Context: an optimization exercise on an open-source flow, tuned for small area, a short achievable clock period and few clock cycles per item. The choices shown serve that exercise and are no tape-out recipe. RTL that was checked went through simulation tests only; none was proved equivalent to the original. No functional check of the RTL was part of runs 5 and 6. No driver is modelled on the clock port, so clocking that relies on it looks cheaper here than on a real chip.

File: flow/flow/run.sh
#!/bin/bash
# Standard ORFS layout (the standard.sh), with the resizer asked to aim for
# a setup slack margin of 7.05 ns, so it works the critical paths harder.
set -euo pipefail
bash standard.sh SETUP_SLACK_MARGIN=7.05 POST_CTS_TCL=$PWD/flow/rm_root.tcl finish > standard_flow.log 2>&1
File: flow/flow/rm_root.tcl
# After CTS: take out the root clock buffer, so the clock port drives the
# first level of the clock tree (2 buffers) directly. Every register's clock
# passes the same number of buffers as before.
set block [ord::get_db_block]
set root [$block findInst clkbuf_0_clock]
if { $root != "NULL" } {
  set in_net [[$root findITerm A] getNet]
  set out_net [[$root findITerm X] getNet]
  set loads {}
  foreach it [$out_net getITerms] {
    if { [$it getInst] != $root } { lappend loads $it }
  }
  if { [llength $loads] <= 4 } {
    foreach it $loads {
      $it disconnect
      $it connect $in_net
    }
    odb::dbInst_destroy $root
    odb::dbNet_destroy $out_net
    puts "rm_root: clock port now drives [llength $loads] clock buffers directly"
  } else {
    puts "rm_root: root buffer drives [llength $loads] cells, left in place"
  }
}
File: flow/standard.sh
#!/bin/bash
# synth_recipe.tcl (not shown) runs the flow's synth.tcl, then flattens the netlist and writes it again
# the make line also repeats each setting of config.mk as NAME=value (left out here)
make -C /OpenROAD-flow-scripts/flow DESIGN_CONFIG=/design/flow/config.mk WORK_HOME=/design/flow/orfs CLKGATE_MAP_FILE= SYNTH_SCRIPT=/design/flow/synth_recipe.tcl "${@:-finish}"
File: flow/config.mk
export PLATFORM = sky130hd
export DESIGN_NAME = skinny_top
export DESIGN_NICKNAME = skinny_top
export VERILOG_FILES = /design/flow/design.v
export SDC_FILE = /design/flow/constraint.sdc
export NUM_CORES = 4
export LEC_CHECK = 0
export CAP_MARGIN = 20
export CORE_MARGIN = 2
export CORE_UTILIZATION = 55
export CTS_CLUSTER_DIAMETER = 120
export CTS_CLUSTER_SIZE = 24
export SLEW_MARGIN = 20
File: flow/constraint.sdc
create_clock -name core_clock -period 10.0 [get_ports {clock}]
set_input_delay 2.0000 -clock core_clock [delete_from_list [all_inputs] [get_ports {clock}]]
set_output_delay 2.0000 -clock core_clock [all_outputs]
set_load 0.01 [all_outputs]
File: flow/design.v
module skinny_top (
    input               clock,
    input               reset,
    input               start,
    input [7:0]         input_plaintext,
    input [23:0]        input_tweakey,
    output              ready,
    output              done,
    output [127:0]      ciphertext
);
    reg [127:0] st;      
    reg [383:0] tk;      
    reg         loading;
    reg [3:0]   lcnt;
    reg         busy;
    reg [5:0]   rc;
    reg         done_r;
    reg         ready_r;
    reg         idle_n;      
    wire last = (rc == 6'h0A);    
    assign ready      = ready_r;
    assign done       = done_r;
    assign ciphertext = st;
    reg loading_n, busy_n;
    always @(*) begin
        loading_n = loading;
        busy_n    = busy;
        if (loading) begin
            if (lcnt == 4'd15) begin
                loading_n = 1'b0;
                busy_n    = 1'b1;
            end
        end else if (busy) begin
            if (last)
                busy_n = 1'b0;
        end else if (start) begin
            loading_n = 1'b1;
        end
    end
    always @(posedge clock or posedge reset) begin
        if (reset) begin
            loading <= 1'b0;
            lcnt    <= 4'd0;
            busy    <= 1'b0;
            rc      <= 6'd0;
            done_r  <= 1'b0;
            ready_r <= 1'b0;
            idle_n  <= 1'b1;
        end else begin
            done_r  <= busy & last;
            loading <= loading_n;
            busy    <= busy_n;
            idle_n  <= ~busy_n;
            ready_r <= ~loading_n & ~busy_n;
            lcnt    <= loading ? lcnt + 4'd1 : 4'd1;
            rc      <= busy ? {rc[4:0], rc[5] ^ rc[4] ^ 1'b1} : 6'h01;
        end
    end
    wire [127:0] st_rnd = round(st, tk, rc);
    wire [383:0] tk_rnd = {tk_sched1(tk[383:256]), tk_sched2(tk[255:128]), tk_sched3(tk[127:0])};
    always @(posedge clock) begin
        st <= ({128{busy}} & st_rnd) | ({128{idle_n}} & {st[119:0], input_plaintext});
        tk <= ({384{busy}} & tk_rnd) | ({384{idle_n}} & {tk[359:0], input_tweakey});
    end
    function [7:0] sbox;
        input [7:0] a;
        reg x0, x1, x2, x3, x4, x5, x6, x7;
        begin
            {x7, x6, x5, x4, x3, x2, x1, x0} = a;
            x0 = x0 ^ ~(x2 | x3);
            x4 = x4 ^ ~(x6 | x7);
            x5 = x5 ^ ~(x0 | x4);
            x6 = x6 ^ ~(x1 | x2);
            x7 = x7 ^ ~(x5 | x6);
            x1 = x1 ^ ~(x3 | x0);
            x2 = x2 ^ ~(x7 | x1);
            x3 = x3 ^ ~(x4 | x5);
            sbox = {x5, x4, x0, x3, x1, x6, x7, x2};
        end
    endfunction
    function [127:0] round;
        input [127:0] s;
        input [383:0] k;
        input [5:0]   c;
        reg [7:0] e [0:15];    
        reg [7:0] l [0:15];    
        reg [7:0] ne [0:15];
        reg [7:0] nl [0:15];
        reg x0, x1, x2, x3, x4, x5, x6, x7, y0, y1, y2;
        integer i;
        begin
            for (i = 0; i < 16; i = i + 1) begin
                {x7, x6, x5, x4, x3, x2, x1, x0} = s[127 - 8*i -: 8];
                x0 = x0 ^ ~(x2 | x3);
                x4 = x4 ^ ~(x6 | x7);
                x5 = x5 ^ ~(x0 | x4);
                x6 = x6 ^ ~(x1 | x2);
                y0 = ~(x5 | x6);           
                x1 = x1 ^ ~(x3 | x0);
                y1 = ~((x7 ^ y0) | x1);    
                y2 = ~(x4 | x5);           
                e[i] = {x5, x4, x0, x3, x1, x6, x7, x2};
                l[i] = {3'b0, y2, 2'b0, y0, y1};
            end
            e[0] = e[0] ^ {4'h0, c[3:0]};
            e[4] = e[4] ^ {6'h00, c[5:4]};
            e[8] = e[8] ^ 8'h02;
            for (i = 0; i < 8; i = i + 1)
                e[i] = e[i] ^ k[383 - 8*i -: 8] ^ k[255 - 8*i -: 8] ^ k[127 - 8*i -: 8];
            for (i = 0; i < 4; i = i + 1) begin
                ne[i]      = e[i];                   nl[i]      = l[i];
                ne[4 + i]  = e[4  + ((i + 3) % 4)];  nl[4 + i]  = l[4  + ((i + 3) % 4)];
                ne[8 + i]  = e[8  + ((i + 2) % 4)];  nl[8 + i]  = l[8  + ((i + 2) % 4)];
                ne[12 + i] = e[12 + ((i + 1) % 4)];  nl[12 + i] = l[12 + ((i + 1) % 4)];
            end
            for (i = 0; i < 4; i = i + 1) begin
                round[127 - 8*i -: 8]      = (nl[i] ^ nl[8+i]) ^ (nl[12+i] ^ (ne[i] ^ ne[8+i] ^ ne[12+i]));
                round[127 - 8*(4+i) -: 8]  = nl[i] ^ ne[i];
                round[127 - 8*(8+i) -: 8]  = (nl[4+i] ^ nl[8+i]) ^ (ne[4+i] ^ ne[8+i]);
                round[127 - 8*(12+i) -: 8] = (nl[i] ^ nl[8+i]) ^ (ne[i] ^ ne[8+i]);
            end
        end
    endfunction
    function [127:0] tk_perm;
        input [127:0] t;
        begin
            tk_perm = {t[55:48], t[7:0], t[63:56], t[23:16],
                       t[47:40], t[15:8], t[31:24], t[39:32],
                       t[127:64]};
        end
    endfunction
    function [127:0] tk_sched1;
        input [127:0] t;
        begin
            tk_sched1 = tk_perm(t);
        end
    endfunction
    function [127:0] tk_sched2;
        input [127:0] t;
        reg [127:0] p;
        integer i;
        begin
            p = tk_perm(t);
            for (i = 0; i < 8; i = i + 1)
                p[127 - 8*i -: 8] = {p[126 - 8*i -: 7], p[127 - 8*i] ^ p[125 - 8*i]};
            tk_sched2 = p;
        end
    endfunction
    function [127:0] tk_sched3;
        input [127:0] t;
        reg [127:0] p;
        integer i;
        begin
            p = tk_perm(t);
            for (i = 0; i < 8; i = i + 1)
                p[127 - 8*i -: 8] = {p[120 - 8*i] ^ p[126 - 8*i], p[127 - 8*i -: 7]};
            tk_sched3 = p;
        end
    endfunction
endmodule
==> run summary, run 1 <==
The global-route wire length before repair came out at 101.6 mm. Leaving out fill and tap cells, the most frequent cell in the layout is sky130_fd_sc_hd__a22o_1.

Compared with the post-synthesis result, the final layout area differs by 20.31%. The count of different cell masters after synthesis is 35.

The sequential share of the synthesized area came out at 50.74%. The worst-case clock skew is 25.01 ps. STA classifies the critical path endpoint as an output pin.

The total number of yosys warnings is 5. The pin slew with the least headroom to its limit is 961.1 ps. The number of placed cells counting well taps is 2,495.

Routability-driven placement finished with a final weighted congestion of 0.9918.

Using the TritonRoute via totals, the vias-per-cell ratio works out to 6.078. The netlist area before placement came out at 20,940 um2. The starting DRC count in detailed routing is 1,440. Counting I/O delays and the setup requirement, the final critical path takes 2984 ps. The final-report max-slew violation count came out at 0. The floorplan has 71 rows. The source-to-sink clock delay at the later pin of the worst-skew pair is 450 ps. The residual DRC count came out at 0.

The count of port buffers added during placement is 164. Global routing used 35.32% of the available tracks across all layers. The detailed placer's ending HPWL is 51.86 mm.

The die covers 39,650 um2. The number of global-route vias before repair came out at 15,290. The worst setup path is launched from a flop. Clock-pin slew was measured on the worst setup and hold paths at 110 ps. The count of final setup violators is 0. The critical path data arrival time is 980 ps. The boundary pin count came out at 165. The final cycle utilization of the critical path is 29.84%. The path type of the worst setup path is reg -> out.

Detailed routing inserted a total of 16,150 vias. The largest net degree at the start of global routing is 235.

0 antenna diodes ended up in the layout. The total negative slack came out at 0 ps. The net count after synthesis is 1,969. The biggest fanout along the worst timing path is 6. The count of non-filler cells in the finished layout came out at 2,657.

The worst slew margin relative to its limit is 35.93%. The top cell types in the final layout, fill and taps aside, are sky130_fd_sc_hd__a22o_1, sky130_fd_sc_hd__dfxtp_1, sky130_fd_sc_hd__xnor2_1. On the final layout, the worst hold slack is 447.7 ps. Counting the fill cells in the layout gives 2,991.

On the critical path, the stage with the largest delay is an instance of sky130_fd_sc_hd__dfxtp_4. The initial core utilization came out at 55.73%. Setup repair after global routing could not meet its margin everywhere.

The sum of buffers and inverters on the critical path is 1. The run finished with no timing, DRC or antenna violations. The average instance in the mapped netlist occupies 10.84 um2. The final worst-path setup slack is 7016 ps.

On the worst path, the slowest cell contributes a delay of 410 ps. Synthesis produced 1,932 cells. The setup slack at placement is 6844 ps. The horizontal die dimension is 199.1 um.

The TritonCTS clock tree is done. The max-capacitance violation count is 0. The initial antenna violation count came out at 0.

The total count of hold-check failures in the final report is 0. The post-layout net count came out at 2,182. Based on the critical path, the design can be clocked at up to 335.1 MHz.

The worst hold path class is reg -> reg. By area the synthesized netlist is led by sky130_fd_sc_hd__dfxtp_1, sky130_fd_sc_hd__a22o_1, sky130_fd_sc_hd__xnor2_1. The routed wire length came out at 70.94 mm. The largest total area in the synthesized netlist belongs to sky130_fd_sc_hd__dfxtp_1.

The total congestion overflow came out at 0. Summed over its instances, the top area cell type makes up 48.95% of the synthesized netlist area. The data required time of the worst path is 8000 ps. In this run the standard cell core region covers 37,580 um2. The number of flip-flops and latches in the synthesized netlist came out at 527. The signal on the critical path passes through buf_6. The routed length per placed instance is 26.70 um. The kind of cell with the highest combined delay along the critical path is flip-flops. The die outline height came out at 199.1 um. The first TritonRoute pass finished after 7 iterations. The fraction of final layout cells sized beyond drive strength 1 came out at 21.06%.

The clock drives 527 sinks. The number of nets with antenna violations after detailed routing came out at 0.
-- sequential cells by signal (all words and copies together) (netlist names) --
register / count
ready_r: 1
st: 128
busy: 1
lcnt: 4
rc: 6
done_r: 1
idle_n: 1
tk: 384
loading: 1
-- stage by stage --
step	cell area [um2]	utilization, %
final	25190	67.05
after global routing	25190	67.05
after detailed placement	22810	60.70
after global placement	22810	60.70
after floorplan	20940	-
-- worst paths after layout --
check                           depth (start not counted)  slack [ps]            start               to
worst max-delay path                                    1        7020   st[41]$_DFF_P_   ciphertext[41]
worst min-delay path                                    1         450  tk[280]$_DFF_P_  tk[328]$_DFF_P_
worst max register to register                          8        7110   st[62]$_DFF_P_   st[40]$_DFF_P_
worst min register to register                          1         450  tk[280]$_DFF_P_  tk[328]$_DFF_P_
max in group asynchronous                               2        7700            reset   busy$_DFF_PP0_
min in group asynchronous                               2        1900            reset  rc[1]$_DFF_PP0_
-- cells in the mapped netlist --
library cell / instances
sky130_fd_sc_hd__dfxtp_1: 512
sky130_fd_sc_hd__a22o_1: 433
sky130_fd_sc_hd__xnor2_1: 290
sky130_fd_sc_hd__nand2_1: 124
sky130_fd_sc_hd__o21ai_0: 118
sky130_fd_sc_hd__xor2_1: 114
sky130_fd_sc_hd__clkbuf_1: 112
sky130_fd_sc_hd__nor2_1: 39
sky130_fd_sc_hd__or3_1: 38
sky130_fd_sc_hd__and2_1: 25
sky130_fd_sc_hd__nand3_1: 18
sky130_fd_sc_hd__mux2i_1: 15
sky130_fd_sc_hd__nand3b_1: 15
sky130_fd_sc_hd__dfrtp_1: 14
sky130_fd_sc_hd__nand4_1: 12
sky130_fd_sc_hd__nor3_1: 8
sky130_fd_sc_hd__o21a_1: 8
sky130_fd_sc_hd__inv_1: 6
sky130_fd_sc_hd__nor4_2: 4
sky130_fd_sc_hd__xnor3_1: 4
sky130_fd_sc_hd__buf_2: 3
sky130_fd_sc_hd__buf_6: 3
sky130_fd_sc_hd__xor3_1: 3
sky130_fd_sc_hd__clkbuf_8: 2
sky130_fd_sc_hd__ha_1: 2
sky130_fd_sc_hd__a21o_1: 1
sky130_fd_sc_hd__a22o_2: 1
sky130_fd_sc_hd__and3_1: 1
sky130_fd_sc_hd__buf_1: 1
sky130_fd_sc_hd__dfstp_2: 1
sky130_fd_sc_hd__nor4bb_1: 1
sky130_fd_sc_hd__or2_4: 1
sky130_fd_sc_hd__or3_2: 1
sky130_fd_sc_hd__xnor3_2: 1
sky130_fd_sc_hd__xnor3_4: 1
-- kinds of logic (layout without fill, tap and decap cells) --
family | count (synthesis) | in the layout | share of synthesized area [%]
buffers and inverters | 127 | 341 | 2.497
AO/OA/AOI/OAI | 561 | 561 | 21.30
flip-flops | 527 | 527 | 50.74
XOR/XNOR | 413 | 413 | 17.91
AND/OR/NAND/NOR | 287 | 287 | 6.716
multiplexers | 15 | 15 | 0.7170
adder cells (fa/ha/maj) | 2 | 2 | 0.1195
-- routing by layer --
layer	vias up	global-route usage, %	routed length, um
li1	7310	-	-
met1	7998	48.33	29990
met2	703	56.14	31920
met3	138	3.814	5159
met4	0	16.80	3876
met5	-	0	0
-- layout make-up --
class	count	area, um2	area share [%]
clock buffers	26	608.1	2.414
clock inverters	1	8.758	0.03476
well taps	511	639.4	2.538
multi-input cells	1278	9910	39.33
flip-flops and latches	527	11080	43.99
inverters	6	22.52	0.08939
repair buffers	308	2924	11.61
Testbench counts, summed over its fixed seeds: cycles 27,656, items 384.
==> inputs of run 2 (changes only) <==
==> flow/flow/run.sh (replaced) <==
#!/bin/bash
# Standard ORFS layout (the standard.sh), with the resizer asked to aim for
# a setup slack margin of 6.95 ns, so it works the critical paths harder.
set -euo pipefail
bash standard.sh SETUP_SLACK_MARGIN=6.95 POST_CTS_TCL=$PWD/flow/rm_root.tcl finish > standard_flow.log 2>&1
--- a/flow/config.mk
+++ b/flow/config.mk
@@ -5,6 +5,7 @@
 export SDC_FILE = /design/flow/constraint.sdc
 export NUM_CORES = 4
 export LEC_CHECK = 0
+export ABC_AREA = 1
 export CAP_MARGIN = 20
 export CORE_MARGIN = 2
 export CORE_UTILIZATION = 55
==> run 2 against run 1 <==
Synthesized area increased by 9.1%; critical path depth unchanged; non-clock buffer count down 22; clock-buffer cell count rose by 2; critical path type unchanged; critical endpoint is now ciphertext[40]; largest cell class unchanged.
==> run summary, run 2 <==
Run status: complete, no violations (unchanged). The sequential share of the synthesized area is 46.49% (was 50.74%). The placeable core region came out at 40,920 um2 (was 37,580 um2). The number of flip-flops and latches in the synthesized netlist is 527 (unchanged). The netlist area before placement is 22,860 um2 (was 20,940 um2). The flip-flop count of the largest register, all copies and words added came out at 384 (unchanged). The total negative slack came to 0 ps (unchanged).

The biggest fanout along the worst timing path came out at 2 (was 6). The starting DRC count in detailed routing is 2,013 (was 1,440). The global-route usage over all layers came out at 37.13% (was 35.32%). The average via count per standard cell is 5.631 (was 6.078). The average size of a mapped cell is 7.934 um2 (was 10.84 um2). The die outline height came to 207.9 um (was 199.1 um). The critical path data arrival time came out at 980 ps (about the same).

The number of global-route vias before repair is 19,380 (was 15,290). The pin slew with the least headroom to its limit is 1193 ps (was 961.1 ps). The number of nets with antenna violations after detailed routing came to 0 (unchanged). The worst slew margin relative to its limit is 19.91% (was 35.93%). The type of destination of the critical path is an output pin (unchanged). The number of enable flip-flop cells after synthesis came out at 0 (unchanged). The source-to-sink clock delay at the later pin of the worst-skew pair is 470 ps (was 450 ps).

The cell at the slowest stage of the critical path was sky130_fd_sc_hd__dfxtp_4 (unchanged). The horizontal die dimension came out at 207.9 um (was 199.1 um). The smallest hold slack is 453.7 ps (was 447.7 ps). The fill cell instance count of the final layout is 3,571 (was 2,991). Commonest cells post-synth: sky130_fd_sc_hd__nand2_1, sky130_fd_sc_hd__inv_1, sky130_fd_sc_hd__dfxtp_1 (was sky130_fd_sc_hd__dfxtp_1, sky130_fd_sc_hd__a22o_1, sky130_fd_sc_hd__xnor2_1).

Top flop regs: tk x384, st x128, rc x6 (unchanged). The final core utilization is 65.41% (was 67.05%). The residual DRC count is 0 (unchanged). The path type of the worst setup path is reg -> out (unchanged). The predominant post-synthesis flop cell is sky130_fd_sc_hd__dfxtp_1 (unchanged). RSZ-0062 raised after global routing: false (was true). The net count after synthesis is 2,918 (was 1,969).

Main area contributors after synthesis: sky130_fd_sc_hd__dfxtp_1, sky130_fd_sc_hd__o22ai_1, sky130_fd_sc_hd__nand2_1 (was sky130_fd_sc_hd__dfxtp_1, sky130_fd_sc_hd__a22o_1, sky130_fd_sc_hd__xnor2_1). The post-layout minimum cycle time came out at 2979 ps (was 2984 ps). The total number of yosys warnings is 5 (unchanged). The area growth from synthesis to layout is 17.11% (was 20.31%).

The worst hold path class is reg -> reg (unchanged). The total number of placement rows was 74 (was 71). The initial core utilization is 55.85% (was 55.73%). The final cycle utilization of the critical path is 29.79% (was 29.84%). The proportion of netlist area held by the largest area contributor is 44.84% (was 48.95%). The most frequent cell after synthesis is sky130_fd_sc_hd__nand2_1 (was sky130_fd_sc_hd__dfxtp_1). The largest register by flop count was tk (unchanged).

The count of non-filler cells in the finished layout came out at 3,615 (was 2,657). The max-capacitance violation count is 0 (unchanged). The count of final setup violators is 0 (unchanged). The number of vias in the routed layout is 20,360 (was 16,150). The count of different cell masters after synthesis came to 29 (was 35). The clock slew seen by the registers of the worst setup and hold paths is 110 ps (about the same). The cell taking the most area after synthesis is sky130_fd_sc_hd__dfxtp_1 (unchanged). The routed length per placed instance is 22.98 um (was 26.70 um). The global-route wire length before repair came out at 120.3 mm (was 101.6 mm).

The count of port buffers added during placement is 164 (unchanged). The number of detailed-route iterations in the first pass is 6 (was 7). The gate count after technology mapping came to 2,881 (was 1,932). Worst-path cell chain: buf_6 (unchanged). The total count of hold-check failures in the final report was 0 (unchanged).

The post-layout net count came out at 3,117 (was 2,182). The proportion of register bits with asynchronous set or reset after synthesis came out at 2.846% (unchanged). The leading cell type in the layout, fill and taps excluded was sky130_fd_sc_hd__nand2_1 (was sky130_fd_sc_hd__a22o_1). The area enclosed by the die boundary is 43,200 um2 (was 39,650 um2). The number of placed cells counting well taps is 3,472 (was 2,495). The number of diodes added for antenna fixing came out at 0 (unchanged). Most used cells in the layout excluding fill and tap cells: sky130_fd_sc_hd__nand2_1, sky130_fd_sc_hd__inv_1, sky130_fd_sc_hd__dfxtp_1 (was sky130_fd_sc_hd__a22o_1, sky130_fd_sc_hd__dfxtp_1, sky130_fd_sc_hd__xnor2_1). The element type at the critical path start is a flop (unchanged).

The final non-filler cell area is 26,770 um2 (was 25,190 um2). The initial antenna violation count came out at 1 (was 0). The largest net degree at the start of global routing came to 162 (was 235). The total congestion overflow came out at 0 (unchanged).

The boundary pin count came out at 165 (unchanged). The placed instance area is 24,820 um2 (was 22,810 um2).

The data required time of the worst path is 8000 ps (about the same). The sum of buffers and inverters on the critical path is 1 (unchanged). The TritonCTS clock tree is done (unchanged). The worst-case clock skew came out at 16.56 ps (was 25.01 ps).

The fraction of final layout cells sized beyond drive strength 1 is 15.93% (was 21.06%). The total clock sinks came out at 527 (unchanged). The kind of cell adding the most delay to the critical path is flip-flops (unchanged). The detailed placer's ending HPWL is 63.80 mm (was 51.86 mm). The timing-limited maximum frequency came to 335.7 MHz (was 335.1 MHz). The routed wire length is 83.06 mm (was 70.94 mm). The routability congestion estimate from global placement is 1.010 (was 0.9918). The worst stage delay on the critical path is 400 ps (was 410 ps).

The final-report max-slew violation count is 0 (unchanged).
run 2: final timing paths:
check                                 start         endpoint  slack, ps  cells after the start
hold / removal              tk[273]$_DFF_P_  tk[353]$_DFF_P_        450                      2
max in group asynchronous             reset   busy$_DFF_PP0_       7610                      2
setup / recovery             st[40]$_DFF_P_   ciphertext[40]       7020                      1
hold reg to reg             tk[273]$_DFF_P_  tk[353]$_DFF_P_        450                      2
min in group asynchronous             reset  rc[2]$_DFF_PP0_       1910                      2
setup reg to reg           idle_n$_DFF_PP1_   st[54]$_DFF_P_       7110                      3
run 2: logic make-up after synthesis:
| logic type | count (synthesis) | share of synthesized area [%] |
|---|---|---|
| DFF | 527 | 46.49 |
| AOI/OAI and AO/OA | 531 | 13.70 |
| adders and majority gates | 2 | 0.1095 |
| and+or+nand+nor | 855 | 16.19 |
| buffers and inverters | 643 | 10.58 |
| xor gates and xnor gates | 323 | 12.94 |
run 2: routing by layer:
layer  share of wire (%)  GRT usage [%]
met2                  46          60.41
met4                 6.9          22.21
met5              0.0096              0
met1                  39          46.42
met3                 8.3          6.097
run 2: final cells by class:
| type | instances | area (um2) | area share [%] |
|---|---|---|---|
| Clock buffer | 28 | 615.6 | 2.300 |
| Clock inverter | 1 | 20.02 | 0.07479 |
| Timing Repair Buffer | 286 | 2713 | 10.13 |
| Inverter | 530 | 2004 | 7.488 |
| Sequential cell | 527 | 10940 | 40.86 |
| Multi-Input combinational cell | 1711 | 9812 | 36.66 |
| Tap cell | 532 | 665.6 | 2.487 |
run 2: worst min-delay path, stage by stage (launching register included):
cell	delay, ps
sky130_fd_sc_hd__dfxtp_1	310
sky130_fd_sc_hd__inv_1	60
sky130_fd_sc_hd__o22ai_1	60
run 2: through the flow:
step	worst slack, ps
floorplan	7549
global placement	6816
detailed placement	6818
global route	6997
finish	7021
==> inputs of run 3 (changes only) <==
==> flow/flow/run.sh (replaced) <==
#!/bin/bash
# Standard ORFS layout (the standard.sh), with the resizer asked to aim for
# a setup slack margin of 6.95 ns, so it works the critical paths harder.
set -euo pipefail
bash standard.sh SETUP_SLACK_MARGIN=6.95 POST_CTS_TCL=$PWD/flow/rm_root.tcl 'BUFFER_PORTS_ARGS=-buffer_cell sky130_fd_sc_hd__buf_2' finish > standard_flow.log 2>&1
--- a/flow/config.mk
+++ b/flow/config.mk
@@ -5,10 +5,9 @@
 export SDC_FILE = /design/flow/constraint.sdc
 export NUM_CORES = 4
 export LEC_CHECK = 0
-export ABC_AREA = 1
 export CAP_MARGIN = 20
 export CORE_MARGIN = 2
-export CORE_UTILIZATION = 55
+export CORE_UTILIZATION = 60
 export CTS_CLUSTER_DIAMETER = 120
 export CTS_CLUSTER_SIZE = 24
 export SLEW_MARGIN = 20
==> run 3 against run 2 <==
Still clean; critical path depth unchanged; global-route usage rose by 0.60 points; clock skew shrank 2.0 ps; critical path type unchanged; final cell count down 28%.
==> run summary, run 3 <==
Run status: complete, no violations (unchanged). The largest register by flop count was tk (unchanged). The worst hold path class is reg -> reg (unchanged). The global-route wire length before repair came out at 100.4 mm (was 120.3 mm).

The source-to-sink clock delay at the later pin of the worst-skew pair came out at 460 ps (was 470 ps). The proportion of register bits with asynchronous set or reset after synthesis was 2.846% (unchanged). Worst-path cell chain: buf_6 (unchanged). Most used cells in the layout excluding fill and tap cells: sky130_fd_sc_hd__a22o_1, sky130_fd_sc_hd__dfxtp_1, sky130_fd_sc_hd__xnor2_1 (was sky130_fd_sc_hd__nand2_1, sky130_fd_sc_hd__inv_1, sky130_fd_sc_hd__dfxtp_1). The routability congestion estimate from global placement is 0.9585 (was 1.010). The type of destination of the critical path is an output pin (unchanged).

The initial core utilization came out at 60.77% (was 55.85%). The path type of the worst setup path is reg -> out (unchanged). The leading cell type in the layout, fill and taps excluded is sky130_fd_sc_hd__a22o_1 (was sky130_fd_sc_hd__nand2_1). The largest net degree at the start of global routing came out at 250 (was 162). The total number of placement rows is 68 (was 74). Main area contributors after synthesis: sky130_fd_sc_hd__dfxtp_1, sky130_fd_sc_hd__a22o_1, sky130_fd_sc_hd__xnor2_1 (was sky130_fd_sc_hd__dfxtp_1, sky130_fd_sc_hd__o22ai_1, sky130_fd_sc_hd__nand2_1). The residual DRC count came out at 0 (unchanged). Top flop regs: tk x384, st x128, rc x6 (unchanged). The netlist area before placement came out at 20,940 um2 (was 22,860 um2). The area enclosed by the die boundary came out at 36,410 um2 (was 43,200 um2).

The number of enable flip-flop cells after synthesis is 0 (unchanged). The kind of cell adding the most delay to the critical path is flip-flops (unchanged). The capture point of the worst reg-to-reg path is st[96]$_DFF_P_ (was st[54]$_DFF_P_). The post-layout net count is 2,176 (was 3,117).

The most frequent cell after synthesis is sky130_fd_sc_hd__dfxtp_1 (was sky130_fd_sc_hd__nand2_1). The sum of buffers and inverters on the critical path is 1 (unchanged). The count of non-filler cells in the finished layout came out at 2,595 (was 3,615).

The worst reg2reg path depth is 9 (was 3). The data required time of the worst path was 8000 ps (about the same). The horizontal die dimension came out at 190.8 um (was 207.9 um). The post-layout minimum cycle time is 2983 ps (was 2979 ps). The TritonCTS clock tree is done (unchanged). The final-report max-slew violation count came out at 0 (unchanged). The proportion of netlist area held by the largest area contributor came to 48.95% (was 44.84%). The element type at the critical path start is a flop (unchanged). The number of global-route vias before repair is 15,460 (was 19,380). The total congestion overflow is 0 (unchanged). The total clock sinks came out at 527 (unchanged).

The pin slew with the least headroom to its limit is 1118 ps (was 1193 ps). The count of port buffers added during placement was 164 (unchanged). The count of final setup violators came out at 0 (unchanged). The critical path data arrival time came to 980 ps (about the same). The cell depth of the worst hold path came out at 1 (was 2).

The starting DRC count in detailed routing came out at 1,638 (was 2,013). The max-capacitance violation count came out at 0 (unchanged).

The net count after synthesis is 1,969 (was 2,918). The flip-flop count of the largest register, all copies and words added came out at 384 (unchanged). The launching point of the worst reg2reg path is st[54]$_DFF_P_ (was idle_n$_DFF_PP1_).

The end point of the worst hold path is lcnt[0]$_DFF_PP0_ (was tk[353]$_DFF_P_). The number of detailed-route iterations in the first pass came to 7 (was 6). The number of flip-flops and latches in the synthesized netlist came out at 527 (unchanged).

The gate count after technology mapping came out at 1,932 (was 2,881). The routed wire length was 69.68 mm (was 83.06 mm). RSZ-0062 raised after global routing: true (was false). The sequential share of the synthesized area came out at 50.74% (was 46.49%). The predominant post-synthesis flop cell is sky130_fd_sc_hd__dfxtp_1 (unchanged). The total number of yosys warnings is 5 (unchanged).

The cell taking the most area after synthesis was sky130_fd_sc_hd__dfxtp_1 (unchanged). The biggest fanout along the worst timing path came out at 1 (was 2). The number of nets with antenna violations after detailed routing was 0 (unchanged). The fill cell instance count of the final layout is 2,513 (was 3,571). The cell at the slowest stage of the critical path was sky130_fd_sc_hd__dfrtp_1 (was sky130_fd_sc_hd__dfxtp_4). The boundary pin count is 165 (unchanged).

The worst hold path startpoint is lcnt[0]$_DFF_PP0_ (was tk[273]$_DFF_P_). The number of diodes added for antenna fixing is 0 (unchanged). The average via count per standard cell came to 6.276 (was 5.631). The area growth from synthesis to layout is 18.65% (was 17.11%). The total count of hold-check failures in the final report is 0 (unchanged). The worst-case clock skew came out at 14.58 ps (was 16.56 ps). Commonest cells post-synth: sky130_fd_sc_hd__dfxtp_1, sky130_fd_sc_hd__a22o_1, sky130_fd_sc_hd__xnor2_1 (was sky130_fd_sc_hd__nand2_1, sky130_fd_sc_hd__inv_1, sky130_fd_sc_hd__dfxtp_1). The global-route usage over all layers came out at 37.72% (was 37.13%). The fraction of final layout cells sized beyond drive strength 1 came out at 22.20% (was 15.93%).

The die outline height came out at 190.8 um (was 207.9 um). The count of different cell masters after synthesis is 35 (was 29). The worst stage delay on the critical path came out at 400 ps (about the same).

The timing-limited maximum frequency came out at 335.2 MHz (was 335.7 MHz). The final cycle utilization of the critical path came out at 29.83% (was 29.79%). The setup slack of the most critical reg-to-reg path came out at 7030 ps (was 7110 ps). The total negative slack came to 0 ps (unchanged).

The number of placed cells counting well taps came out at 2,438 (was 3,472). The routed length per placed instance is 26.85 um (was 22.98 um). The worst slew margin relative to its limit came out at 25.49% (was 19.91%). The detailed placer's ending HPWL came out at 48.79 mm (was 63.80 mm).

The number of vias in the routed layout is 16,290 (was 20,360). The clock slew seen by the registers of the worst setup and hold paths came out at 90 ps (was 110 ps). The placeable core region came out at 34,460 um2 (was 40,920 um2).

The average size of a mapped cell came out at 10.84 um2 (was 7.934 um2). The initial antenna violation count came out at 1 (unchanged).
==> run 3: final cells by class <==
cell class              count  area, um2  area share (%)
flip-flops and latches    527      11070           44.57
clock inverters             1      20.02         0.08057
repair buffers            302       2694           10.84
well taps                 455      569.3           2.291
inverters                   6      22.52         0.09064
clock buffers              26      608.1           2.447
multi-input cells        1278       9858           39.68
==> run 3: cell families after synthesis <==
kind of cell / after synthesis / synth area share (%)
AO/OA/AOI/OAI: 561 / 21.30
XOR/XNOR: 413 / 17.91
multiplexers: 15 / 0.7170
flip-flops: 527 / 50.74
AND/OR/NAND/NOR: 287 / 6.716
adder cells (fa/ha/maj): 2 / 0.1195
buffers and inverters: 127 / 2.497
==> run 3: how the worst max path moves through the flow <==
| stage | startpoint | cells past startpoint | endpoint | slack, ps |
|---|---|---|---|---|
| floorplan | st[42]$_DFF_P_ | 9 | st[120]$_DFF_P_ | 7420 |
| global placement | busy$_DFF_PP0_ | 3 | tk[268]$_DFF_P_ | 6700 |
| detailed placement | busy$_DFF_PP0_ | 3 | tk[182]$_DFF_P_ | 6640 |
| global route | st[54]$_DFF_P_ | 9 | st[96]$_DFF_P_ | 6910 |
| finish | done_r$_DFF_PP0_ | 1 | done | 7020 |
==> run 3: metal layers <==
metal  GRT usage [%]  wire length (um)  vias to the layer above
li1                -                 -                     7290
met5               0                12                        -
met1           49.01             27870                     7958
met4           18.10              4118                        2
met2           62.57             32630                      833
met3           4.490              5047                      203
==> run 3: metrics by stage <==
step	area [um2]	hold WS, ps	setup slack (ps)	utilization [%]
after floorplan	20940	429.5	7416	-
after global placement	21910	443.3	6701	63.59
after detailed placement	21910	451.4	6644	63.59
after global routing	24850	487.5	6913	72.11
final	24850	466.3	7017	72.11
==> inputs of run 4 (changes only) <==
==> flow/flow/run.sh (replaced) <==
#!/bin/bash
# Standard ORFS layout (the standard.sh), with the resizer asked to aim for
# a setup slack margin of 6.9 ns, so it works the critical paths harder.
set -euo pipefail
bash standard.sh SETUP_SLACK_MARGIN=6.9 POST_CTS_TCL=$PWD/flow/rm_root.tcl finish > standard_flow.log 2>&1
--- a/flow/config.mk
+++ b/flow/config.mk
@@ -7,7 +7,7 @@
 export LEC_CHECK = 0
 export CAP_MARGIN = 20
 export CORE_MARGIN = 2
-export CORE_UTILIZATION = 60
+export CORE_UTILIZATION = 55
 export CTS_CLUSTER_DIAMETER = 120
 export CTS_CLUSTER_SIZE = 24
 export SLEW_MARGIN = 20
==> run 4 against run 3 <==
Via count decreased by 1.3%; critical endpoint is now st[100]$_DFF_P_; global-route usage fell by 2.3 points.
==> run summary, run 4 <==
The count of port buffers added during placement is 164 (unchanged). The leading cell type in the layout, fill and taps excluded is sky130_fd_sc_hd__a22o_1 (unchanged). The pin slew with the least headroom to its limit was 1106 ps (was 1118 ps). The source-to-sink clock delay at the later pin of the worst-skew pair was 450 ps (was 460 ps).

The average via count per standard cell came out at 6.061 (was 6.276). The netlist area before placement was 20,940 um2 (unchanged). The net count after synthesis is 1,969 (unchanged).

The number of global-route vias before repair is 15,290 (was 15,460). The proportion of netlist area held by the largest area contributor is 48.95% (unchanged). The post-layout net count is 2,176 (unchanged). The timing-limited maximum frequency came out at 329.1 MHz (was 335.2 MHz).

The number of flip-flops and latches in the synthesized netlist is 527 (unchanged). The setup slack at placement is 6844 ps (was 6644 ps). The final non-filler cell area came out at 24,320 um2 (was 24,850 um2).

The area enclosed by the die boundary came out at 39,650 um2 (was 36,410 um2). The fraction of final layout cells sized beyond drive strength 1 is 20.47% (was 22.20%). The total count of hold-check failures in the final report came out at 0 (unchanged). The max-capacitance violation count was 0 (unchanged). The final worst-path setup slack is 6961 ps (was 7017 ps).

The data required time of the worst path came out at 10,300 ps (was 8000 ps). The flip-flop count of the largest register, all copies and words added is 384 (unchanged). The count of final setup violators came out at 0 (unchanged).

The clock slew seen by the registers of the worst setup and hold paths is 110 ps (was 90 ps). The sequential share of the synthesized area came out at 50.74% (unchanged). The TritonCTS clock tree is done (unchanged). The die outline height came to 199.1 um (was 190.8 um). The cell depth of the worst hold path came out at 1 (unchanged). The count of non-filler cells in the finished layout is 2,651 (was 2,595). The number of detailed-route iterations in the first pass was 6 (was 7). The routed wire length came out at 70.80 mm (was 69.68 mm). The total area of multi-input combinational cells is 9831 um2 (was 9858 um2). The fill cell instance count of the final layout is 3,133 (was 2,513). The number of placed cells counting well taps came to 2,495 (was 2,438).

The routability congestion estimate from global placement came out at 0.9918 (was 0.9585). The total number of placement rows is 71 (was 68). The proportion of register bits with asynchronous set or reset after synthesis is 2.846% (unchanged). Most used cells in the layout excluding fill and tap cells: sky130_fd_sc_hd__a22o_1, sky130_fd_sc_hd__dfxtp_1, sky130_fd_sc_hd__xnor2_1 (unchanged). The total length of routed met2 wires is 31.83 mm (was 32.63 mm). The global-route wire length before repair is 101.8 mm (was 100.4 mm).

The gate count after technology mapping was 1,932 (unchanged). The top layer reached by signal wires is met4 (was met5). The most frequent cell after synthesis was sky130_fd_sc_hd__dfxtp_1 (unchanged).

The number of vias in the routed layout came out at 16,070 (was 16,290). The capture point of the worst reg-to-reg path is st[100]$_DFF_P_ (was st[96]$_DFF_P_). The worst hold path class is reg -> reg (unchanged). The average size of a mapped cell came out at 10.84 um2 (unchanged).

The predominant post-synthesis flop cell is sky130_fd_sc_hd__dfxtp_1 (unchanged). The path type of the worst setup path is reg -> reg (was reg -> out). The number of enable flip-flop cells after synthesis is 0 (unchanged). The total congestion overflow is 0 (unchanged). The total clock sinks is 527 (unchanged). The number of diodes added for antenna fixing was 0 (unchanged). The placed instance area is 22,810 um2 (was 21,910 um2). The worst reg2reg path depth came out at 9 (unchanged). The largest net degree at the start of global routing is 235 (was 250). The global-route usage over all layers came out at 35.40% (was 37.72%). The final cycle utilization of the critical path is 30.39% (was 29.83%). The initial antenna violation count came out at 0 (was 1). The critical path data arrival time is 3330 ps (was 980 ps). The area growth from synthesis to layout came out at 16.14% (was 18.65%). The type of destination of the critical path was a flop (was output pin). The setup slack of the most critical reg-to-reg path came out at 6960 ps (was 7030 ps).

The register area came to 11,080 um2 (was 11,070 um2). The total number of yosys warnings is 5 (unchanged). Main area contributors after synthesis: sky130_fd_sc_hd__dfxtp_1, sky130_fd_sc_hd__a22o_1, sky130_fd_sc_hd__xnor2_1 (unchanged).

The worst hold path startpoint is tk[280]$_DFF_P_ (was lcnt[0]$_DFF_PP0_). The post-layout minimum cycle time was 3039 ps (was 2983 ps). The cell taking the most area after synthesis is sky130_fd_sc_hd__dfxtp_1 (unchanged). The final-report max-slew violation count came to 0 (unchanged).

The starting DRC count in detailed routing is 1,521 (was 1,638). The residual DRC count came out at 0 (unchanged). The launching point of the worst reg2reg path is st[99]$_DFF_P_ (was st[54]$_DFF_P_).

The element type at the critical path start is a flop (unchanged). The worst slew margin relative to its limit came out at 26.23% (was 25.49%). The horizontal die dimension came to 199.1 um (was 190.8 um). The final core utilization came out at 64.72% (was 72.11%). Top flop regs: tk x384, st x128, rc x6 (unchanged). The boundary pin count is 165 (unchanged).

The count of different cell masters after synthesis is 35 (unchanged). The end point of the worst hold path is tk[328]$_DFF_P_ (was lcnt[0]$_DFF_PP0_). The total negative slack came out at 0 ps (unchanged). The smallest hold slack is 455.1 ps (was 466.3 ps). The initial core utilization was 55.73% (was 60.77%). The number of nets with antenna violations after detailed routing is 0 (unchanged).

The routed length on met3 came out at 5.066 mm (was 5.047 mm). The biggest fanout along the worst timing path came out at 6 (was 1). The largest register by flop count was tk (unchanged).

RSZ-0062 raised after global routing: true (unchanged). The detailed placer's ending HPWL is 51.86 mm (was 48.79 mm). The placeable core region came to 37,580 um2 (was 34,460 um2).

The detailed-route wire length on metal 1 came out at 30.23 mm (was 27.87 mm). Commonest cells post-synth: sky130_fd_sc_hd__dfxtp_1, sky130_fd_sc_hd__a22o_1, sky130_fd_sc_hd__xnor2_1 (unchanged). Run status: complete, no violations (unchanged). The routed length per placed instance is 26.71 um (was 26.85 um). The worst-case clock skew came to 20.51 ps (was 14.58 ps).
run 4: layer usage:
metal	vias up	track usage, %
li1	7282	-
met1	7955	48.77
met2	689	56.34
met3	142	3.595
met4	0	16.14
met5	-	0
run 4: kinds of logic (layout without fill, tap and decap cells):
kind of cell / count (synthesis) / after routing / synth area share [%]
adder cells (fa/ha/maj): 2 / 2 / 0.1195
multiplexers: 15 / 15 / 0.7170
XOR/XNOR: 413 / 413 / 17.91
flip-flops: 527 / 527 / 50.74
buffers and inverters: 127 / 335 / 2.497
AND/OR/NAND/NOR: 287 / 287 / 6.716
AO/OA/AOI/OAI: 561 / 561 / 21.30
run 4: layout make-up:
cell class,instances,share of cell area (%)
Sequential cell,527,45.54
Multi-Input combinational cell,1278,40.42
Timing Repair Buffer,302,8.777
Tap cell,511,2.629
Clock buffer,26,2.500
Inverter,6,0.09260
Clock inverter,1,0.03601
run 4: how the worst max path moves through the flow:
stage               slack, ps              from               to  cells after the start
finish                   6960    st[99]$_DFF_P_  st[100]$_DFF_P_                      9
global route             6830    st[58]$_DFF_P_  st[104]$_DFF_P_                      9
detailed placement       6840  idle_n$_DFF_PP1_  tk[209]$_DFF_P_                      3
global placement         6820  idle_n$_DFF_PP1_   st[46]$_DFF_P_                      4
floorplan                7420    st[42]$_DFF_P_  st[120]$_DFF_P_                      9
run 4: worst max-delay path, cell delays in order (launching register included):
cell	delay, ps
sky130_fd_sc_hd__dfxtp_4	350
sky130_fd_sc_hd__buf_4	160
sky130_fd_sc_hd__or3_1	380
sky130_fd_sc_hd__nand4_1	170
sky130_fd_sc_hd__xor2_1	580
sky130_fd_sc_hd__nand2_1	170
sky130_fd_sc_hd__xnor2_1	180
sky130_fd_sc_hd__xnor2_1	620
sky130_fd_sc_hd__xnor2_1	180
sky130_fd_sc_hd__o21ai_0	90
==> inputs of run 5 (changes only) <==
--- a/flow/design.v
+++ b/flow/design.v
@@ -17,6 +17,8 @@
     reg         done_r;
     reg         ready_r;
     reg         idle_n;      
+    reg  [3:0]  bsel, isel;
+    wire        go = loading & (lcnt == 4'd15);
     wire last = (rc == 6'h0A);    
     assign ready      = ready_r;
     assign done       = done_r;
@@ -46,11 +48,15 @@
             done_r  <= 1'b0;
             ready_r <= 1'b0;
             idle_n  <= 1'b1;
+            bsel    <= 4'b0000;
+            isel    <= 4'b1111;
         end else begin
             done_r  <= busy & last;
             loading <= loading_n;
             busy    <= busy_n;
             idle_n  <= ~busy_n;
+            bsel    <= {4{go}} | (bsel & {4{~last}});
+            isel    <= ~({4{go}} | (~isel & {4{~last}}));
             ready_r <= ~loading_n & ~busy_n;
             lcnt    <= loading ? lcnt + 4'd1 : 4'd1;
             rc      <= busy ? {rc[4:0], rc[5] ^ rc[4] ^ 1'b1} : 6'h01;
@@ -59,8 +65,10 @@
     wire [127:0] st_rnd = round(st, tk, rc);
     wire [383:0] tk_rnd = {tk_sched1(tk[383:256]), tk_sched2(tk[255:128]), tk_sched3(tk[127:0])};
     always @(posedge clock) begin
-        st <= ({128{busy}} & st_rnd) | ({128{idle_n}} & {st[119:0], input_plaintext});
-        tk <= ({384{busy}} & tk_rnd) | ({384{idle_n}} & {tk[359:0], input_tweakey});
+        st <= ({128{bsel[0]}} & st_rnd) | ({128{isel[0]}} & {st[119:0], input_plaintext});
+        tk[383:256] <= ({128{bsel[1]}} & tk_rnd[383:256]) | ({128{isel[1]}} & tk[359:232]);
+        tk[255:128] <= ({128{bsel[2]}} & tk_rnd[255:128]) | ({128{isel[2]}} & tk[231:104]);
+        tk[127:0]   <= ({128{bsel[3]}} & tk_rnd[127:0])   | ({128{isel[3]}} & {tk[103:0], input_tweakey});
     end
     function [7:0] sbox;
         input [7:0] a;
==> run 5 against run 4 <==
Still clean; critical path depth shrank 8; final cell count is 0.15% higher; register-to-register slack improved by 60 ps; clock-buffer cell count up 2; non-clock buffer count shrank 2.
==> run summary, run 5 <==
The cell depth of the worst hold path is 1 (unchanged). The detailed placer's ending HPWL came to 51.35 mm (was 51.86 mm). The setup slack at placement is 6805 ps (was 6844 ps). The worst slew margin relative to its limit is 32.69% (was 26.23%). The cell at the slowest stage of the critical path is sky130_fd_sc_hd__dfrtp_1 (was sky130_fd_sc_hd__xnor2_1). The total number of yosys warnings was 5 (unchanged). The average via count per standard cell is 6.021 (was 6.061).

The final worst-path setup slack is 6992 ps (was 6961 ps). The routability congestion estimate from global placement is 0.9780 (was 0.9918). The number of enable flip-flop cells after synthesis is 0 (unchanged). The count of final setup violators came to 0 (unchanged). The residual DRC count was 0 (unchanged).

The type of destination of the critical path is an output pin (was flop). The biggest fanout along the worst timing path came out at 1 (was 6). The area growth from synthesis to layout is 19.11% (was 16.14%). The post-layout net count is 2,178 (was 2,176). Worst-path cell chain: buf_2 (was buf_4 -> or3_1 -> nand4_1 -> xor2_1 -> nand2_1 -> xnor2_1 -> xnor2_1 -> xnor2_1 -> o21ai_0). The cell taking the most area after synthesis is sky130_fd_sc_hd__dfxtp_1 (unchanged). The total congestion overflow came out at 0 (unchanged).

The boundary pin count came to 165 (unchanged). The capture point of the worst reg-to-reg path was st[32]$_DFF_P_ (was st[100]$_DFF_P_).

The launching point of the worst reg2reg path is st[54]$_DFF_P_ (was st[99]$_DFF_P_). The sequential share of the synthesized area is 51.04% (was 50.74%). Run status: complete, no violations (unchanged).

RSZ-0062 raised after global routing: true (unchanged). The proportion of register bits with asynchronous set or reset after synthesis is 4.120% (was 2.846%). Commonest cells post-synth: sky130_fd_sc_hd__dfxtp_1, sky130_fd_sc_hd__a22o_1, sky130_fd_sc_hd__xnor2_1 (unchanged). The sum of buffers and inverters on the critical path is 1 (unchanged). The flip-flop count of the largest register, all copies and words added came to 384 (unchanged). The worst reg2reg path depth is 8 (was 9). The total count of hold-check failures in the final report is 0 (unchanged). The routed wire length came out at 70.21 mm (was 70.80 mm). The initial antenna violation count came out at 0 (unchanged).

The die outline height came to 200.2 um (was 199.1 um). The largest register by flop count was tk (unchanged). The gate count after technology mapping is 1,933 (was 1,932). The worst hold path startpoint is tk[160]$_DFF_P_ (was tk[280]$_DFF_P_). The total area of multi-input combinational cells came out at 9887 um2 (was 9831 um2). The horizontal die dimension came to 200.2 um (was 199.1 um). The count of non-filler cells in the finished layout was 2,655 (was 2,651). The number of nets with antenna violations after detailed routing came out at 0 (unchanged).

The largest net degree at the start of global routing came out at 99 (was 235). The fraction of final layout cells sized beyond drive strength 1 is 20.52% (was 20.47%). The count of port buffers added during placement is 164 (unchanged). The placeable core region is 37,760 um2 (was 37,580 um2). The average size of a mapped cell came to 10.95 um2 (was 10.84 um2). The max-capacitance violation count came to 0 (unchanged).

The element type at the critical path start was a flop (unchanged). The total negative slack was 0 ps (unchanged). The final-report max-slew violation count came out at 0 (unchanged). The setup slack of the most critical reg-to-reg path is 7020 ps (was 6960 ps).

Top flop regs: tk x384, st x128, rc x6 (unchanged). The total number of placement rows came to 71 (unchanged). The post-layout minimum cycle time is 3008 ps (was 3039 ps). The predominant post-synthesis flop cell was sky130_fd_sc_hd__dfxtp_1 (unchanged).

The global-route usage over all layers came out at 33.82% (was 35.40%). The timing-limited maximum frequency came to 332.4 MHz (was 329.1 MHz). The count of different cell masters after synthesis is 37 (was 35). The global-route wire length before repair was 101.2 mm (was 101.8 mm). The initial core utilization is 56.08% (was 55.73%).

The worst-case clock skew came out at 21.01 ps (was 20.51 ps). The clock slew seen by the registers of the worst setup and hold paths came out at 100 ps (was 110 ps). The starting DRC count in detailed routing came out at 1,309 (was 1,521). The data required time of the worst path is 8000 ps (was 10,300 ps). The routed length per placed instance is 26.44 um (was 26.71 um).

The path type of the worst setup path is reg -> out (was reg -> reg). The kind of cell adding the most delay to the critical path is flip-flops (was XOR/XNOR gates). The number of flip-flops and latches in the synthesized netlist is 534 (was 527). The number of global-route vias before repair was 15,500 (was 15,290). The net count after synthesis came out at 1,970 (was 1,969). The pin slew with the least headroom to its limit is 1010 ps (was 1106 ps). Main area contributors after synthesis: sky130_fd_sc_hd__dfxtp_1, sky130_fd_sc_hd__a22o_1, sky130_fd_sc_hd__xnor2_1 (unchanged). The worst stage delay on the critical path came out at 400 ps (was 620 ps). The netlist area before placement came out at 21,170 um2 (was 20,940 um2). The source-to-sink clock delay at the later pin of the worst-skew pair is 470 ps (was 450 ps). Most used cells in the layout excluding fill and tap cells: sky130_fd_sc_hd__a22o_1, sky130_fd_sc_hd__dfxtp_1, sky130_fd_sc_hd__xnor2_1 (unchanged).

The TritonCTS clock tree is done (unchanged). The final cycle utilization of the critical path is 30.08% (was 30.39%). The leading cell type in the layout, fill and taps excluded is sky130_fd_sc_hd__a22o_1 (unchanged). The area enclosed by the die boundary is 40,080 um2 (was 39,650 um2). The number of diodes added for antenna fixing came out at 0 (unchanged).

The worst hold path class is reg -> reg (unchanged). The most frequent cell after synthesis is sky130_fd_sc_hd__dfxtp_1 (unchanged). The number of vias in the routed layout is 15,990 (was 16,070). The total clock sinks came out at 534 (was 527). The proportion of netlist area held by the largest area contributor came out at 48.41% (was 48.95%). The number of placed cells counting well taps came to 2,498 (was 2,495).

The register area came out at 11,280 um2 (was 11,080 um2). The fill cell instance count of the final layout came out at 2,993 (was 3,133). The end point of the worst hold path was tk[193]$_DFF_P_ (was tk[328]$_DFF_P_).

The number of detailed-route iterations in the first pass is 5 (was 6). The critical path data arrival time came to 1010 ps (was 3330 ps).
## run 5: cell count changes after synthesis, moves of 4 or more
cell / change
sky130_fd_sc_hd__a22o_1: +16
sky130_fd_sc_hd__dfrtp_1: +4
sky130_fd_sc_hd__nand2_1: -10
sky130_fd_sc_hd__o21a_1: +4
sky130_fd_sc_hd__o21ai_0: -15
sky130_fd_sc_hd__xnor2_1: -16
sky130_fd_sc_hd__xor2_1: +16
## run 5: layout make-up
cell class              instances  share of cell area, %
well taps                     511                  2.535
clock buffers                  28                  2.526
inverters                       5                0.07443
multi-input cells            1275                  39.21
repair buffers                300                  10.73
flip-flops and latches        534                  44.73
clock inverters                 2                 0.1985
## run 5: how the worst max path moves through the flow
stage / endpoint / cells after the start / slack (ps) / startpoint
2_1_floorplan: st[120]$_DFF_P_ / 9 / 7420 / st[42]$_DFF_P_
3_3_place_gp: ciphertext[91] / 1 / 6810 / st[91]$_DFF_P_
3_5_place_dp: bsel[2]$_DFF_PP0_ / 2 / 6810 / reset
5_1_grt: st[112]$_DFF_P_ / 9 / 6850 / st[38]$_DFF_P_
6_report: ready / 1 / 6990 / ready_r$_DFF_PP0_
## run 5: metal layers
metal	routed length, um	global-route usage, %	up-vias
met5	0	0	-
met4	3633	15.06	0
met3	4250	3.303	127
met2	32640	56.19	596
met1	29690	44.83	7947
li1	-	-	7315
## run 5: cells by family after synthesis
family                     synth area share [%]
and+or+nand+nor                           6.495
buffers and inverters                     2.405
DFF                                       51.04
AOI/OAI and AO/OA                         21.52
adders and majority gates                0.1182
xor gates and xnor gates                  17.71
muxes                                    0.7092
## run 5: per-stage QoR
step	hold slack, ps	util (%)	cell area [um2]
after detailed placement	450.2	61.07	23060
final	474.9	66.79	25220
after global routing	491.7	66.79	25220
after floorplan	437.7	-	21170
after global placement	445.1	61.07	23060
==> inputs of run 6 (changes only) <==
==> flow/flow/run.sh (replaced) <==
#!/bin/bash
# Standard ORFS layout (the standard.sh), with the resizer asked to aim for
# a setup slack margin of 7.05 ns, so it works the critical paths harder.
set -euo pipefail
bash standard.sh SETUP_SLACK_MARGIN=7.05 POST_CTS_TCL=$PWD/flow/rm_root.tcl finish > standard_flow.log 2>&1
==> run 6 against run 5 <==
Worst setup slack improved by 0.88 ps; clock skew is 0.72 ps lower; register-to-register slack gained 50 ps; critical path depth is the same; via count up 0.45%; still clean on timing, DRC and antenna; non-clock buffer count increased by 6; synthesized cell count stayed put.
==> run summary, run 6 <==
The leading cell type in the layout, fill and taps excluded is sky130_fd_sc_hd__a22o_1 (unchanged). The proportion of register bits with asynchronous set or reset after synthesis is 4.120% (unchanged). The worst-case clock skew came to 20.29 ps (was 21.01 ps). The total clock sinks came to 534 (unchanged). Worst-path cell chain: buf_2 (unchanged). The horizontal die dimension came out at 200.2 um (unchanged). The largest register by flop count is tk (unchanged). RSZ-0062 raised after global routing: true (unchanged). The final cycle utilization of the critical path came out at 30.07% (was 30.08%). The max-capacitance violation count came to 0 (unchanged). The capture point of the worst reg-to-reg path is st[32]$_DFF_P_ (unchanged). The number of nets with antenna violations after detailed routing is 0 (unchanged). The clock slew seen by the registers of the worst setup and hold paths came out at 100 ps (about the same). The proportion of netlist area held by the largest area contributor came out at 48.41% (unchanged). The average size of a mapped cell came out at 10.95 um2 (unchanged). The final-report max-slew violation count is 0 (unchanged). The kind of cell adding the most delay to the critical path is flip-flops (unchanged).

The placeable core region was 37,760 um2 (unchanged). Run status: complete, no violations (unchanged). The flip-flop count of the largest register, all copies and words added came to 384 (unchanged). The average via count per standard cell was 6.032 (was 6.021). The netlist area before placement is 21,170 um2 (unchanged). The worst stage delay on the critical path came to 400 ps (about the same). The total congestion overflow came out at 0 (unchanged). The gate count after technology mapping came to 1,933 (unchanged). The critical path data arrival time came to 1010 ps (about the same). The TritonCTS clock tree is done (unchanged).

The cell at the slowest stage of the critical path is sky130_fd_sc_hd__dfrtp_1 (unchanged). The detailed placer's ending HPWL came out at 51.35 mm (unchanged). The type of destination of the critical path is an output pin (unchanged).

The end point of the worst hold path is tk[329]$_DFF_P_ (was tk[193]$_DFF_P_). The count of final setup violators was 0 (unchanged). The final worst-path setup slack is 6993 ps (was 6992 ps). The cell taking the most area after synthesis is sky130_fd_sc_hd__dfxtp_1 (unchanged). The initial core utilization is 56.08% (unchanged). The count of different cell masters after synthesis came out at 37 (unchanged). The predominant post-synthesis flop cell is sky130_fd_sc_hd__dfxtp_1 (unchanged). The worst hold path startpoint was tk[281]$_DFF_P_ (was tk[160]$_DFF_P_). The total count of hold-check failures in the final report came to 0 (unchanged).

The sequential share of the synthesized area is 51.04% (unchanged). The initial antenna violation count was 1 (was 0). The global-route wire length before repair came to 101.4 mm (was 101.2 mm). The number of global-route vias before repair is 15,550 (was 15,500). The cell depth of the worst hold path came out at 1 (unchanged).

The worst slew margin relative to its limit came to 32.23% (was 32.69%). The area enclosed by the die boundary is 40,080 um2 (unchanged). The element type at the critical path start is a flop (unchanged). The total number of yosys warnings came out at 5 (unchanged). The fill cell instance count of the final layout was 2,969 (was 2,993). The number of flip-flops and latches in the synthesized netlist came out at 534 (unchanged). The source-to-sink clock delay at the later pin of the worst-skew pair came out at 470 ps (about the same). The routed wire length is 70.52 mm (was 70.21 mm). The pin slew with the least headroom to its limit came to 1017 ps (was 1010 ps). The global-route usage over all layers was 33.87% (was 33.82%). The total negative slack is 0 ps (unchanged). The number of enable flip-flop cells after synthesis came to 0 (unchanged). The biggest fanout along the worst timing path came to 1 (unchanged). The fraction of final layout cells sized beyond drive strength 1 is 21.26% (was 20.52%). The path type of the worst setup path is reg -> out (unchanged).

The worst hold path class was reg -> reg (unchanged). The setup slack of the most critical reg-to-reg path is 7070 ps (was 7020 ps). The die outline height was 200.2 um (unchanged). Most used cells in the layout excluding fill and tap cells: sky130_fd_sc_hd__a22o_1, sky130_fd_sc_hd__dfxtp_1, sky130_fd_sc_hd__xnor2_1 (unchanged). The most frequent cell after synthesis is sky130_fd_sc_hd__dfxtp_1 (unchanged).

The starting DRC count in detailed routing is 1,362 (was 1,309). The total number of placement rows is 71 (unchanged). The post-layout net count is 2,184 (was 2,178). Main area contributors after synthesis: sky130_fd_sc_hd__dfxtp_1, sky130_fd_sc_hd__a22o_1, sky130_fd_sc_hd__xnor2_1 (unchanged).

The timing-limited maximum frequency came out at 332.5 MHz (was 332.4 MHz). Top flop regs: tk x384, st x128, rc x6 (unchanged). The data required time of the worst path was 8000 ps (about the same). The setup slack at placement came to 6805 ps (unchanged). Commonest cells post-synth: sky130_fd_sc_hd__dfxtp_1, sky130_fd_sc_hd__a22o_1, sky130_fd_sc_hd__xnor2_1 (unchanged). The sum of buffers and inverters on the critical path came out at 1 (unchanged). The largest net degree at the start of global routing was 99 (unchanged). The launching point of the worst reg2reg path is st[54]$_DFF_P_ (unchanged). The residual DRC count came out at 0 (unchanged). The routed length per placed instance is 26.49 um (was 26.44 um).

The count of port buffers added during placement is 164 (unchanged). The worst reg2reg path depth is 8 (unchanged). The routability congestion estimate from global placement came out at 0.9780 (unchanged).

The boundary pin count came to 165 (unchanged). The area growth from synthesis to layout is 20.24% (was 19.11%). The post-layout minimum cycle time is 3007 ps (was 3008 ps).

The net count after synthesis came out at 1,970 (unchanged). The number of detailed-route iterations in the first pass is 5 (unchanged). The number of vias in the routed layout came out at 16,060 (was 15,990).
[run 6: cell count changes in the layout (fill, tap and decap cells not counted), sizes merged]
cell,change
diode,+1
buf,+6
[run 6: kinds of logic after synthesis]
logic type	count (synthesis)	synth area share, %
AO/OA/AOI/OAI	567	21.52
flip-flops	534	51.04
XOR/XNOR	413	17.71
AND/OR/NAND/NOR	278	6.495
buffers and inverters	124	2.405
multiplexers	15	0.7092
adder cells (fa/ha/maj)	2	0.1182
[run 6: layer usage]
layer  vias up  wire length (um)  track usage [%]
li1       7339                 -                -
met4         0              3865            16.10
met2       622             32620            55.82
met3       139              4569            3.807
met5         -                 0                0
met1      7957             29470            44.57
[run 6: through the flow]
step / utilization [%] / std cells / hold slack (ps) / cell area (um2)
final: 67.42 / 2662 / 473.4 / 25460
after global routing: 67.42 / 2661 / 491.7 / 25450
after detailed placement: 61.07 / 2498 / 450.2 / 23060
after global placement: 61.07 / 2498 / 445.1 / 23060
after floorplan: - / 1933 / 437.7 / 21170
[run 6: worst max-delay path by stage]
stage	to	startpoint	depth (start not counted)	slack, ps
2_1_floorplan	st[120]$_DFF_P_	st[42]$_DFF_P_	9	7420
3_3_place_gp	ciphertext[91]	st[91]$_DFF_P_	1	6810
3_5_place_dp	bsel[2]$_DFF_PP0_	reset	2	6810
5_1_grt	ready	ready_r$_DFF_PP0_	1	6960
6_report	ready	ready_r$_DFF_PP0_	1	6990
[run 6: layout make-up]
| cell class | instances | area [um2] | share of cell area [%] |
|---|---|---|---|
| inverters | 5 | 18.77 | 0.07373 |
| multi-input cells | 1275 | 9972 | 39.17 |
| clock inverters | 2 | 50.05 | 0.1966 |
| clock buffers | 28 | 636.9 | 2.502 |
| repair buffers | 306 | 2858 | 11.23 |
| flip-flops and latches | 534 | 11280 | 44.31 |
| diodes | 1 | 2.502 | 0.009830 |
| well taps | 511 | 639.4 | 2.512 |

port drivers added, routing unchanged:
The flow's constraints put no driver on any port. The routed layouts listed below were extracted and timed again, unchanged, in two steps. Step 1 sets driving cells, clkbuf_16 on the clock port and buf_2 on the other inputs (assumed; they add their load-dependent delay and slew). Step 2 moves the port delays by t, midway between the first and last clock arrival at a register: inputs arrive t later, outputs are due t later. That takes back most of the time a late clock gives input paths. Three values: ideal, step 1, step 2; two values: the first two.
run | t (ns) | setup WS [ns] | worst register clock-pin slew, ns | worst data-port slew with drivers (ns)
run 1 | 0.510 | 7.016 / 6.946 / 7.078 | 0.11 / 0.11 | 0.08
run 2 | 0.540 | 7.021 / 6.941 / 7.043 | 0.11 / 0.11 | 0.04
run 3 | 0.516 | 7.017 / 6.949 / 7.029 | 0.11 / 0.11 | 0.05
run 4 | 0.510 | 6.961 / 6.895 / 6.961 | 0.11 / 0.11 | 0.07
run 5 | 0.528 | 6.992 / 6.920 / 6.896 | 0.11 / 0.11 | 0.05
run 6 | 0.528 | 6.993 / 6.921 / 6.887 | 0.11 / 0.11 | 0.05
After both steps every run listed still meets setup and hold. The setup slack of run 6, which loses most, moves by -0.072 ns with the drivers and by -0.106 ns with both steps. The worst setup slack also covers recovery checks on asynchronous resets.
